From an optimization exercise on the open Yosys and OpenROAD flow, aimed at small area; shortcuts taken in it are not production practice. The RTL was checked by simulation tests, not by an equivalence proof against the original design. Power figures rest on the tool's default switching activity, not on a simulated workload.

Design Triadic_ALU, start of the top module:
module Triadic_ALU
#(
    parameter       WORD_WIDTH                      = 36,
    parameter       ADDR_WIDTH                      = 12,
    parameter       S_WRITE_ADDR                    = 3072,
    parameter       S_RAMSTYLE                      = "",
    parameter       S_READ_NEW_DATA                 = 0,
    parameter       THREAD_COUNT                    = 8,
    parameter       THREAD_COUNT_WIDTH              = 3,
    parameter       WRITE_RETIME_STAGES             = 3
)
(
    input   wire                                    clock,
    input   wire                                    IO_Ready,
    input   wire                                    Cancel,
    input   wire    [ADDR_WIDTH-1:0]                DB,          
    input   wire    [20-1:0]   control,     
    input   wire    [WORD_WIDTH-1:0]                A,           
    input   wire    [WORD_WIDTH-1:0]                B,           
    output  wire    [WORD_WIDTH-1:0]                Ra,          
    output  wire    [WORD_WIDTH-1:0]                Rb,          
    output  wire                                    carry_out,   
    output  wire                                    overflow     
);
==> flow/config.mk <==
export PLATFORM = sky130hd
export DESIGN_NAME = Triadic_ALU
export DESIGN_NICKNAME = Triadic_ALU
export VERILOG_FILES = /design/flow/design.v
export SDC_FILE = /design/flow/constraint.sdc
export NUM_CORES = 4
export LEC_CHECK = 0
export CAP_MARGIN = 0
export CORE_MARGIN = 2
export CORE_UTILIZATION = 40
export PLACE_DENSITY = 0.8
export SETUP_SLACK_MARGIN = 0.05
export SLEW_MARGIN = 0
export TNS_END_PERCENT = 30
==> flow/constraint.sdc <==
create_clock -name core_clock -period 3.7 [get_ports {clock}]
set_input_delay 0.7400 -clock core_clock [delete_from_list [all_inputs] [get_ports {clock}]]
set_output_delay 0.7400 -clock core_clock [all_outputs]
set_load 0.01 [all_outputs]
standard.sh (not shown) runs the stock make flow with config.mk's settings and CLKGATE_MAP_FILE= SYNTH_SCRIPT=/design/flow/synth_recipe.tcl, a recipe that flattens the netlist after the stock synthesis.
==> flow/flow/run.sh <==
#!/bin/bash
# The standard layout (standard.sh) with these changes:
#  - after the standard synthesis, the combinational cells are mapped again by
#    ABC for area (flip-flops, their names and the ports are kept as they are);
#  - input and output ports buffered with buf_1 instead of the default delay cell;
#  - clock tree synthesis without dummy loads and with larger sink clusters.
# Logs: make_synth.log, remap.log and make.log here; each ORFS step in orfs/logs.
set -euo pipefail
source flow/knobs.sh
R=orfs/results/sky130hd/Triadic_ALU/base
bash standard.sh synth > make_synth.log 2>&1
cp $R/1_2_yosys.v $R/1_2_yosys_standard.v
yosys -l remap.log -s flow/remap.ys > /dev/null 2>&1
mv $R/1_2_yosys_remap.v $R/1_2_yosys.v
rm -f $R/1_synth.odb $R/1_synth.sdc
bash standard.sh > make.log 2>&1
==> flow/flow/knobs.sh <==
export BUFFER_PORTS_ARGS="-buffer_cell sky130_fd_sc_hd__buf_1"
export CTS_ARGS="-sink_clustering_enable -repair_clock_nets -dont_use_dummy_load -sink_clustering_size 9 -sink_clustering_max_diameter 50 -buf_list sky130_fd_sc_hd__clkbuf_4"
export GLOBAL_PLACEMENT_ARGS="-keep_resize_below_overflow 0"
==> flow/flow/remap.abc <==
&get -n
&st
&synch2
&nf
&put
Other scripts of this flow, unchanged in this note and not shown: flow/flow/remap.ys
Change:
==> flow/flow/remap.abc (replaced) <==
&get -n
&st
&dc2
&synch2
&nf
&put
--- a/flow/config.mk
+++ b/flow/config.mk
@@ -12,3 +12,2 @@
 export SETUP_SLACK_MARGIN = 0.05
 export SLEW_MARGIN = 0
-export TNS_END_PERCENT = 30
- synthesized cell count drops by a few percent
- hold slack loses 0.023 ns
- setup slack loses 0.030 ns
- clock skew drops by 0.058 ns
- sequential share of layout area hardly moves
- utilization climbs by 0.20 points
- synthesized area drops slightly
- count of clock-buffer cells in the layout climbs by 1
- sequential cell count stays the same
- fmax drops slightly
Change:
--- a/flow/flow/run.sh
+++ b/flow/flow/run.sh
@@ -2,7 +2,10 @@
 # The standard layout (standard.sh) with these changes:
 #  - after the standard synthesis, the combinational cells are mapped again by
-#    ABC for area (flip-flops, their names and the ports are kept as they are);
+#    ABC for area (flow/remap.ys, flow/remap.abc); the flip-flops, their names
+#    and cell types, and the ports are kept as they are;
 #  - input and output ports buffered with buf_1 instead of the default delay cell;
-#  - clock tree synthesis without dummy loads and with larger sink clusters.
+#  - clock tree synthesis with clkbuf_4 buffers and no dummy loads;
+#  - timing-driven global placement that does not keep its trial buffers.
+# The ORFS variables for these are in flow/knobs.sh; the rest is in config.mk.
 # Logs: make_synth.log, remap.log and make.log here; each ORFS step in orfs/logs.
 set -euo pipefail
==> flow/flow/remap.abc (replaced) <==
&get -n
&st
&synch2
&nf
&put
--- a/flow/config.mk
+++ b/flow/config.mk
@@ -8,6 +8,6 @@
 export CAP_MARGIN = 0
 export CORE_MARGIN = 2
-export CORE_UTILIZATION = 40
-export PLACE_DENSITY = 0.8
+export CORE_UTILIZATION = 55
+export PLACE_DENSITY = 0.85
 export SETUP_SLACK_MARGIN = 0.05
 export SLEW_MARGIN = 0
Wire length went down by a few percent.
Clock skew falls by 0.027 ns.
Setup slack gets better by 0.079 ns.
Change:
==> flow/flow/run.sh (replaced) <==
#!/bin/bash
# The standard layout (standard.sh) with these changes:
#  - synthesis with yosys's default (Brent-Kung) carry lookahead instead of
#    ORFS's Kogge-Stone (SYNTH_OPERATIONS_ARGS set, so the extra map is dropped);
#  - after the synthesis, the combinational cells are mapped again by
#    ABC for area (flip-flops, their names and the ports are kept as they are);
#  - input and output ports buffered with buf_1 instead of the default delay cell;
#  - clock tree synthesis without dummy loads and with larger sink clusters.
# Logs: make_synth.log, remap.log and make.log here; each ORFS step in orfs/logs.
set -euo pipefail
source flow/knobs.sh
R=orfs/results/sky130hd/Triadic_ALU/base
bash standard.sh synth > make_synth.log 2>&1
cp $R/1_2_yosys.v $R/1_2_yosys_standard.v
yosys -l remap.log -s flow/remap.ys > /dev/null 2>&1
mv $R/1_2_yosys_remap.v $R/1_2_yosys.v
rm -f $R/1_synth.odb $R/1_synth.sdc
bash standard.sh > make.log 2>&1
==> flow/flow/knobs.sh (replaced) <==
export BUFFER_PORTS_ARGS="-buffer_cell sky130_fd_sc_hd__buf_1"
export CTS_ARGS="-sink_clustering_enable -repair_clock_nets -dont_use_dummy_load -sink_clustering_size 9 -sink_clustering_max_diameter 50 -buf_list sky130_fd_sc_hd__clkbuf_4"
export GLOBAL_PLACEMENT_ARGS="-keep_resize_below_overflow 0"
export SYNTH_OPERATIONS_ARGS="-booth"
--- a/flow/config.mk
+++ b/flow/config.mk
@@ -8,6 +8,6 @@
 export CAP_MARGIN = 0
 export CORE_MARGIN = 2
-export CORE_UTILIZATION = 55
-export PLACE_DENSITY = 0.85
+export CORE_UTILIZATION = 40
+export PLACE_DENSITY = 0.8
 export SETUP_SLACK_MARGIN = 0.05
 export SLEW_MARGIN = 0
Result: Hold slack is worse by 0.15 ns. Count of clock-buffer cells in the layout increases by 1. Routed wire length rose by 4.6%. Sequential share of layout area goes down by 0.87 points. Final area goes up by 1.5%. Area after synthesis went down by 0.79%. Fmax decreases by 3.4%.

Setup of run A:
Starting RTL as in the previous note.
clock: 3.7 ns
lec_check: 0
cap_margin: 20
core_margin: 2
core_utilization: 40
setup_slack_margin: 0.05
slew_margin: 20
==> flow/flow/run.sh <==
#!/bin/bash
# The standard layout (standard.sh) with these changes:
#  - after the standard synthesis, the combinational cells are mapped again by
#    ABC for area (flip-flops, their names and the ports are kept as they are);
#  - input and output ports buffered with buf_1 instead of the default delay cell;
#  - clock tree synthesis without dummy loads and with larger sink clusters.
# Logs: make_synth.log, remap.log and make.log here; each ORFS step in orfs/logs.
set -euo pipefail
source flow/knobs.sh
R=orfs/results/sky130hd/Triadic_ALU/base
bash standard.sh synth > make_synth.log 2>&1
cp $R/1_2_yosys.v $R/1_2_yosys_standard.v
yosys -l remap.log -s flow/remap.ys > /dev/null 2>&1
mv $R/1_2_yosys_remap.v $R/1_2_yosys.v
rm -f $R/1_synth.odb $R/1_synth.sdc
bash standard.sh > make.log 2>&1
==> flow/flow/knobs.sh <==
export BUFFER_PORTS_ARGS="-buffer_cell sky130_fd_sc_hd__buf_1"
export CTS_ARGS="-sink_clustering_enable -repair_clock_nets -dont_use_dummy_load -sink_clustering_size 24 -sink_clustering_max_diameter 100"
export GLOBAL_PLACEMENT_ARGS="-keep_resize_below_overflow 0"
Other scripts of this flow, unchanged in this note and not shown: flow/flow/remap.abc, flow/flow/remap.ys
[inputs] run B vs run A
Settings: swapping 20 for 0 in CAP_MARGIN; putting PLACE_DENSITY at 0.8 where nothing was set; swapping 20 for 0 in SLEW_MARGIN.
-- flow/flow/run.sh --
<<< run A, line 4
#    ABC for area (flip-flops, their names and the ports are kept as they are);
>>> run B, line 4
#    ABC for area (flow/remap.ys, flow/remap.abc); the flip-flops, their names
#    and cell types, and the ports are kept as they are;
<<< run A, line 6
#  - clock tree synthesis without dummy loads and with larger sink clusters.
>>> run B, line 7
#  - clock tree synthesis with clkbuf_4 buffers and no dummy loads;
#  - timing-driven global placement that does not keep its trial buffers.
# The ORFS variables for these are in flow/knobs.sh; the rest is in config.mk.
==> flow/flow/knobs.sh <==
export BUFFER_PORTS_ARGS="-buffer_cell sky130_fd_sc_hd__buf_1"
export CTS_ARGS="-sink_clustering_enable -repair_clock_nets -dont_use_dummy_load -sink_clustering_size 9 -sink_clustering_max_diameter 50 -buf_list sky130_fd_sc_hd__clkbuf_4"
export GLOBAL_PLACEMENT_ARGS="-keep_resize_below_overflow 0"
[summary]
Cell area after placement ended up 1.5% lower on run B than on run A. Measured against run A, the wire length on met1 of run B comes out at 0.913 times the reference value. Compared with run A, the router placed more vias in run B. Run B ended up with a higher via-per-instance ratio than run A did. Delta (run B minus run A): final design area excluding fillers fell by about 2.5%; proportion of cell area occupied by multi-input gates rose by 0.45 points.
> inputs changed (run B -> run C)
Settings: clearing PLACE_DENSITY, which used to be 0.8.
-- flow/flow/run.sh --
<<< run B, line 4
#    ABC for area (flow/remap.ys, flow/remap.abc); the flip-flops, their names
#    and cell types, and the ports are kept as they are;
>>> run C, line 4
#    ABC for area (flip-flops, their names and the ports are kept as they are);
<<< run B, line 7
#  - clock tree synthesis with clkbuf_4 buffers and no dummy loads;
#  - timing-driven global placement that does not keep its trial buffers.
# The ORFS variables for these are in flow/knobs.sh; the rest is in config.mk.
>>> run C, line 6
#  - clock tree synthesis without dummy loads and with larger sink clusters.
==> flow/flow/knobs.sh <==
export BUFFER_PORTS_ARGS="-buffer_cell sky130_fd_sc_hd__buf_1"
export CTS_ARGS="-sink_clustering_enable -repair_clock_nets -dont_use_dummy_load -sink_clustering_size 16 -sink_clustering_max_diameter 60 -buf_list sky130_fd_sc_hd__clkbuf_8"
export GLOBAL_PLACEMENT_ARGS="-keep_resize_below_overflow 0"
## What came out
Run B has completed all stages; timing, DRC and antenna checks passed.
No stage failed in run C, and the final checks on the layout all came back clean.
Run C: total inserted antenna cells lower than run B
The final reports for run C and run B show first-pass GRT wire length lower in the former.
Between run B and run C, final clock period utilization by the worst path is lower for run B, run C comes in above that.
Between run B and run C, the global-route usage figures differ only marginally.
When run C is set beside run B, its final core utilization turns out to be 0.23 points larger.
The data arrival time of the critical path in run C sits 0.19 ns below the value recorded for run B.
Sequential share of layout area ends up higher on run B.
Run C improves on run B in slack of the worst reg-to-reg path.
Count of plain and timing-repair buffers down 2 in run C wrt run B
Compared run B against run C; combinational cell power within noise.
## Diff of input files: run D against run C
Settings: CAP_MARGIN changed from 0 to 20; CORE_UTILIZATION changed from 40 to 55; SLEW_MARGIN changed from 0 to 20.
==> flow/flow/knobs.sh <==
export BUFFER_PORTS_ARGS="-buffer_cell sky130_fd_sc_hd__buf_1"
export CTS_ARGS="-sink_clustering_enable -repair_clock_nets -dont_use_dummy_load -sink_clustering_size 24 -sink_clustering_max_diameter 100"
export GLOBAL_PLACEMENT_ARGS="-keep_resize_below_overflow 0"
## What came out
[run D] area of the die fell 18000 sq um relative to run C. Number of vias per cell: run D vs run C up 0.34. [diff] setup slack, run D relative to run C: regression. On net count of the finished layout, run D tracks run C almost exactly. A end point of the critical path of Rb_1[31] is what run D shows, while Rb_1[23] belongs to run C. Summary — number of instances resized during post-cts repair, run D relative to run C: higher, by 9.
#### Input delta (run E over run D)
Settings: a change of CORE_UTILIZATION from 55 to 40; a change of SLEW_MARGIN from 20 to 0; a change of CAP_MARGIN from 20 to 0.
==> flow/flow/knobs.sh <==
export BUFFER_PORTS_ARGS="-buffer_cell sky130_fd_sc_hd__buf_1"
export CTS_ARGS="-sink_clustering_enable -repair_clock_nets -dont_use_dummy_load -sink_clustering_size 9 -sink_clustering_max_diameter 50 -buf_list sky130_fd_sc_hd__clkbuf_4"
export GLOBAL_PLACEMENT_ARGS="-keep_resize_below_overflow 0"
==> comparison <==
- Sort run D and run E by portion of the layout cell area used by clock cells, ascending, and run E comes first.
- Run E falls short of run D in routed wire length.
- In the reports for run D and run E, the larger maximum resistive drop on vdd belongs to run D.
- Sequential share of power delta for run E relative to run D: 2.1 points higher
- Comparing final weighted congestion in routability-driven placement for run D and run E, the smaller number came from run D.
- Summary of run E over run D: non-filler instance count after layout climbed 303; fraction of the core area covered by cells at the end of the flow shrank by 19 points; maximum number of pins on one net before global-route repair increased 2.5%; worst-case hold slack moved up; final period demand of the worst path went down 0.11 ns.
- Every stage of the flow completed for run E, and the final layout passed the timing, DRC and antenna checks.
- Between run D and run E, the endpoint required time on the critical path is lower for run D.

## P
Starting RTL as in the previous note.
Settings: LEC_CHECK=0, CAP_MARGIN=0, CORE_MARGIN=2, CORE_UTILIZATION=40, PLACE_DENSITY=0.8, SETUP_SLACK_MARGIN=0.05, SLEW_MARGIN=0; clock period 3.7 ns.
==> flow/flow/run.sh <==
#!/bin/bash
# The standard layout (standard.sh) with these changes:
#  - after the standard synthesis, the combinational cells are mapped again by
#    ABC for area (flip-flops, their names and the ports are kept as they are);
#  - input and output ports buffered with buf_1 instead of the default delay cell;
#  - clock tree synthesis without dummy loads and with larger sink clusters.
# Logs: make_synth.log, remap.log and make.log here; each ORFS step in orfs/logs.
set -euo pipefail
source flow/knobs.sh
R=orfs/results/sky130hd/Triadic_ALU/base
bash standard.sh synth > make_synth.log 2>&1
cp $R/1_2_yosys.v $R/1_2_yosys_standard.v
yosys -l remap.log -s flow/remap.ys > /dev/null 2>&1
mv $R/1_2_yosys_remap.v $R/1_2_yosys.v
rm -f $R/1_synth.odb $R/1_synth.sdc
bash standard.sh > make.log 2>&1
==> flow/flow/knobs.sh <==
export BUFFER_PORTS_ARGS="-buffer_cell sky130_fd_sc_hd__buf_1"
export CTS_ARGS="-sink_clustering_enable -repair_clock_nets -dont_use_dummy_load -sink_clustering_size 12 -sink_clustering_max_diameter 35 -buf_list sky130_fd_sc_hd__clkbuf_4"
export GLOBAL_PLACEMENT_ARGS="-keep_resize_below_overflow 0"
Other scripts of this flow, unchanged in this note and not shown: flow/flow/remap.abc, flow/flow/remap.ys
No stage failed in P, and the final checks on the layout all came back clean.
For Q, these inputs were changed with respect to P:
Settings: a deleted PLACE_DENSITY that had been 0.8.
==> flow/flow/knobs.sh <==
export BUFFER_PORTS_ARGS="-buffer_cell sky130_fd_sc_hd__buf_1"
export CTS_ARGS="-sink_clustering_enable -repair_clock_nets -dont_use_dummy_load -sink_clustering_size 24 -sink_clustering_max_diameter 100"
export GLOBAL_PLACEMENT_ARGS="-keep_resize_below_overflow 0"
### Flow results
Comparing Q and P, the higher combinational cell fraction of total power is on P. Q ends up with lower first-iteration DRC count than P does. The higher final weighted congestion of routability-driven global placement came out of Q. Q vs P: clock buffer count down in Q. The estimated power of Q ends up higher than the estimate for P. Changes observed in Q relative to P: number of antenna diodes lost 7, clock skew lost 0.055 ns, number of antenna violations at the first check in global routing lost 11, sequential share of layout area lost 1.1 points, final cell area excluding filler cells picked up an extra about 1.9%.
The following lists how R was set up differently from Q:
Settings: swapping 0 for 20 in CAP_MARGIN; clearing SETUP_SLACK_MARGIN, which used to be 0.05; swapping 0 for 20 in SLEW_MARGIN.
-- flow/flow/knobs.sh --
<<< Q, line 3
export GLOBAL_PLACEMENT_ARGS="-keep_resize_below_overflow 0"
>>> R, line 3
## What came out
- Endpoint required time on the critical path was lower in Q than in R.
- Cmp R and Q / setup slack / lower: Q
- Compared with Q, R improves maximum frequency.
- Average wire per cell in the routed design: R < Q
- Relative to Q, final clock period utilization by the worst path decreased by 0.81 points in R.
### R -> S
Settings: SETUP_SLACK_MARGIN: unset -> 0.05; PLACE_DENSITY: unset -> 0.8; SLEW_MARGIN: 20 -> 0; CAP_MARGIN: 20 -> 0.
==> flow/flow/knobs.sh <==
export BUFFER_PORTS_ARGS="-buffer_cell sky130_fd_sc_hd__buf_1"
export CTS_ARGS="-sink_clustering_enable -repair_clock_nets -dont_use_dummy_load -sink_clustering_size 9 -sink_clustering_max_diameter 50 -buf_list sky130_fd_sc_hd__clkbuf_4"
export GLOBAL_PLACEMENT_ARGS="-keep_resize_below_overflow 0"
### Flow results
Between R and S, footprint of the multi-input gates decreased.
From R to S, number of iterations in the first detailed-routing pass did not move at all.
R -> S: finished layout cell area decreased by a few percent
Looking at met3 track demand over resource, S sits above R.
Sort S and R by global-route total usage across every layer, descending, and R comes first.
Going from R to S, the final critical-path required period was found to have gone down by 0.016 ns.
Wire length of the first global-routing pass delta (S − R): favourable
S closes out successfully: all stages finished, all timing, DRC and antenna checks passed.
Comparing the two runs side by side, S comes out ahead of R on total power.
diff inputs: S => T
Settings: a change of SLEW_MARGIN from 0 to 20; a change of CAP_MARGIN from 0 to 20; a deleted PLACE_DENSITY that had been 0.8.
==> flow/flow/knobs.sh <==
export BUFFER_PORTS_ARGS="-buffer_cell sky130_fd_sc_hd__buf_1"
export CTS_ARGS="-sink_clustering_enable -repair_clock_nets -dont_use_dummy_load -sink_clustering_size 10 -sink_clustering_max_diameter 50 -buf_list sky130_fd_sc_hd__clkbuf_4"
export GLOBAL_PLACEMENT_ARGS="-keep_resize_below_overflow 0"
--- outcome ---
The multi-input gate share of total cell area in T sits 0.44 points below the value recorded for S.
Against S as the reference, T delivers a lower via count.
T vs S — highest achievable clock rate climbed slightly

-- re-timing with driven ports --
In the flow no input, the clock included, has a driving cell. The finished layouts below were timed again as built, in two steps. Step 1 sets driving cells, clkbuf_16 on the clock port and buf_2 on the other inputs (assumed; they add their load-dependent delay and slew). Step 2 adds t to the input delays and takes it off the output delays; t is the mean of the earliest and latest rising clock arrival at the registers after step 1. Input paths then give back, and output paths get back, about the clock's delay inside the block. Three values: ideal ports, drivers, drivers and shift; two values: the first two.
run | t (ns) | setup slack, ns | slew at the worst register clock pin (ns)
the first run of note 1 | 0.896 | 0.158 / 0.163 / -0.733 | 0.11 / 0.11
the second run of note 1 | 0.909 | 0.128 / 0.090 / -0.820 | 0.12 / 0.12
the third run of note 1 | 0.899 | 0.207 / 0.230 / -0.670 | 0.11 / 0.11
the fourth run of note 1 | 0.898 | 0.085 / 0.086 / -0.812 | 0.11 / 0.11
run A | 0.629 | 0.200 / 0.186 / -0.444 | 0.10 / 0.10
run B | 0.881 | 0.214 / 0.191 / -0.690 | 0.11 / 0.11
run C | 0.694 | 0.200 / 0.187 / -0.507 | 0.10 / 0.10
run D | 0.635 | 0.146 / 0.140 / -0.495 | 0.10 / 0.10
run E | 0.912 | 0.255 / 0.254 / -0.658 | 0.11 / 0.11
P | 0.848 | 0.177 / 0.180 / -0.668 | 0.12 / 0.12
Q | 0.630 | 0.168 / 0.142 / -0.488 | 0.10 / 0.10
R | 0.637 | 0.198 / 0.228 / -0.410 | 0.10 / 0.10
S | 0.881 | 0.214 / 0.191 / -0.690 | 0.11 / 0.11
T | 0.897 | 0.242 / 0.239 / -0.658 | 0.11 / 0.11
With both steps, setup timing fails in every run listed, where it was met with ideal ports. The setup slack of the second run of note 1, which loses most, moves by -0.038 ns with the drivers and by -0.948 ns with both steps.
